From an optimization exercise on the open Yosys and OpenROAD flow, aimed at small area; shortcuts taken in it are not production practice.
Function was checked by simulation only, so behaviour that the tests miss may differ from the original.
Power and IR drop assume default switching activity.

==> module b_lane, before the edit <==
module b_lane(input clk, input p1, input sgn, input [1:0] q, output dk, output [1:0] q7, output [1:0] q8);
	reg [55:0] L;
	always @(posedge clk) L <= {L[54:0], sgn};
	reg [1:0] Q [0:8];
	integer j;
	always @(posedge clk) if (p1) begin
		Q[0] <= q;
		for (j = 1; j < 9; j = j + 1) Q[j] <= Q[j-1];
	end
	assign dk = L[55];
	assign q7 = Q[7];
	assign q8 = Q[8];
endmodule
==> module nco, before the edit <==
module nco(
	input clk,
	input En,
	input [19:0] FCW,
	input selXY,
	input selSign,
	output Vld,
	output [11:0] Dout
);
	wire [2:0] s;
	wire p1 = &s;
	wire [19:0] acc;
	wire sgn, dk;
	wire [1:0] q7, q8;
	wire [11:0] Xn, Yn;
	b_ctrl u_ctrl(.clk(clk), .En(En), .s(s), .Vld(Vld));
	b_acc u_acc(.clk(clk), .En(En), .p1(p1), .FCW(FCW), .acc(acc));
	b_ang u_ang(.clk(clk), .s(s), .A0({acc[18], acc[17:8]}), .sgn(sgn));
	b_lane u_lane(.clk(clk), .p1(p1), .sgn(sgn), .q(acc[19:18]), .dk(dk), .q7(q7), .q8(q8));
	b_xy u_xy(.clk(clk), .s(s), .dk(dk), .q7(q7), .IS(q8[1] ^ q8[0]), .Xn(Xn), .Yn(Yn));
	b_out u_out(.clk(clk), .p1(p1), .Xn(Xn), .Yn(Yn), .selSign(selSign), .selXY(selXY), .Dout(Dout));
endmodule
Settings: LEC_CHECK=0, ABC_AREA=1, CAP_MARGIN=20, CORE_MARGIN=2, CORE_UTILIZATION=65, GPL_TIMING_DRIVEN=0, SLEW_MARGIN=20; clock period 6.0 ns.
standard.sh (not shown) runs the stock make flow with config.mk's settings and CLKGATE_MAP_FILE= SYNTH_SCRIPT=/design/flow/synth_recipe.tcl, a recipe that flattens the netlist after the stock synthesis.
==> flow/flow/run.sh <==
#!/bin/bash
# Standard ORFS layout with smaller port buffers and a clock tree without dummy loads.
set -euo pipefail
bash standard.sh \
  BUFFER_PORTS_ARGS="-buffer_cell sky130_fd_sc_hd__buf_1" \
  CTS_ARGS="-sink_clustering_enable -repair_clock_nets -dont_use_dummy_load -buf_list sky130_fd_sc_hd__clkbuf_8" \
  REMOVE_ABC_BUFFERS=1 \
  finish > make.log 2>&1
Edit:
--- a/flow/design.v
+++ b/flow/design.v
@@ -73,20 +73,22 @@
 	rca #(11) u_a (.a(Ab), .b(Ac ^ {11{~Ab[10]}}), .ci(~Ab[10]), .s(An));
 	always @(posedge clk) A <= An;
 	assign sgn = A[10];
 endmodule
-module b_lane(input clk, input p1, input sgn, input [1:0] q, output dk, output [1:0] q7, output [1:0] q8);
+module b_lane(input clk, input p1, input sgn, input [1:0] q, output dk, output [1:0] q7, output IS);
 	reg [55:0] L;
 	always @(posedge clk) L <= {L[54:0], sgn};
-	reg [1:0] Q [0:8];
+	reg [1:0] Q [0:7];
+	reg ISr;
 	integer j;
 	always @(posedge clk) if (p1) begin
 		Q[0] <= q;
-		for (j = 1; j < 9; j = j + 1) Q[j] <= Q[j-1];
+		for (j = 1; j < 8; j = j + 1) Q[j] <= Q[j-1];
+		ISr <= Q[7][1] ^ Q[7][0];
 	end
 	assign dk = L[55];
 	assign q7 = Q[7];
-	assign q8 = Q[8];
+	assign IS = ISr;
 endmodule
 module b_shr(input [11:0] v, input [2:0] s, output [11:0] o, output st);
 	wire [11:0] a = s[0] ? {v[11], v[11:1]} : v;
 	wire [11:0] b = s[1] ? {{2{a[11]}}, a[11:2]} : a;
@@ -130,13 +132,14 @@
 	wire [2:0] s;
 	wire p1 = &s;
 	wire [19:0] acc;
 	wire sgn, dk;
-	wire [1:0] q7, q8;
+	wire [1:0] q7;
+	wire IS;
 	wire [11:0] Xn, Yn;
 	b_ctrl u_ctrl(.clk(clk), .En(En), .s(s), .Vld(Vld));
 	b_acc u_acc(.clk(clk), .En(En), .p1(p1), .FCW(FCW), .acc(acc));
 	b_ang u_ang(.clk(clk), .s(s), .A0({acc[18], acc[17:8]}), .sgn(sgn));
-	b_lane u_lane(.clk(clk), .p1(p1), .sgn(sgn), .q(acc[19:18]), .dk(dk), .q7(q7), .q8(q8));
-	b_xy u_xy(.clk(clk), .s(s), .dk(dk), .q7(q7), .IS(q8[1] ^ q8[0]), .Xn(Xn), .Yn(Yn));
+	b_lane u_lane(.clk(clk), .p1(p1), .sgn(sgn), .q(acc[19:18]), .dk(dk), .q7(q7), .IS(IS));
+	b_xy u_xy(.clk(clk), .s(s), .dk(dk), .q7(q7), .IS(IS), .Xn(Xn), .Yn(Yn));
 	b_out u_out(.clk(clk), .p1(p1), .Xn(Xn), .Yn(Yn), .selSign(selSign), .selXY(selXY), .Dout(Dout));
 endmodule
What happened: Setup slack is worse by 16 ps; via count went down by about 1.3%; design area went down by about 0.6%; register-to-register slack is worse by 20 ps; routed wire length went down by 0.80%; clock skew stays flat; global-route usage went up by 0.34 points; total power barely changes; clock power went down by about 0.7%; sequential share of layout area barely changes; sequential power is about the same; die area went down by 0.66%.

## static timing again, ports no longer ideal
In the flow no input, the clock included, has a driving cell. The finished layouts below were timed again as built, in two steps. Step 1 sets driving cells, clkbuf_16 on the clock port and buf_2 on the other inputs (assumed; they add their load-dependent delay and slew). Step 2, shift: input delay + t, output delay - t, t = (earliest + latest rising clock arrival at the registers) / 2. This alone moves slack from input paths to output paths. a / b / c = ideal ports / drivers / drivers and shift; a / b = the first two.
run | t (ns) | setup slack, ns | hold slack, ns | latest minus earliest clock arrival (ns) | worst register clock-pin slew, ns
the first run | 0.481 | 0.194 / 0.194 / 0.194 | 0.314 / 0.314 / 0.314 | 0.027 / 0.027 | 0.08 / 0.08
the second run | 0.478 | 0.178 / 0.178 / 0.178 | 0.318 / 0.318 / 0.318 | 0.024 / 0.024 | 0.09 / 0.09
After both steps setup and hold are still met in every run listed.
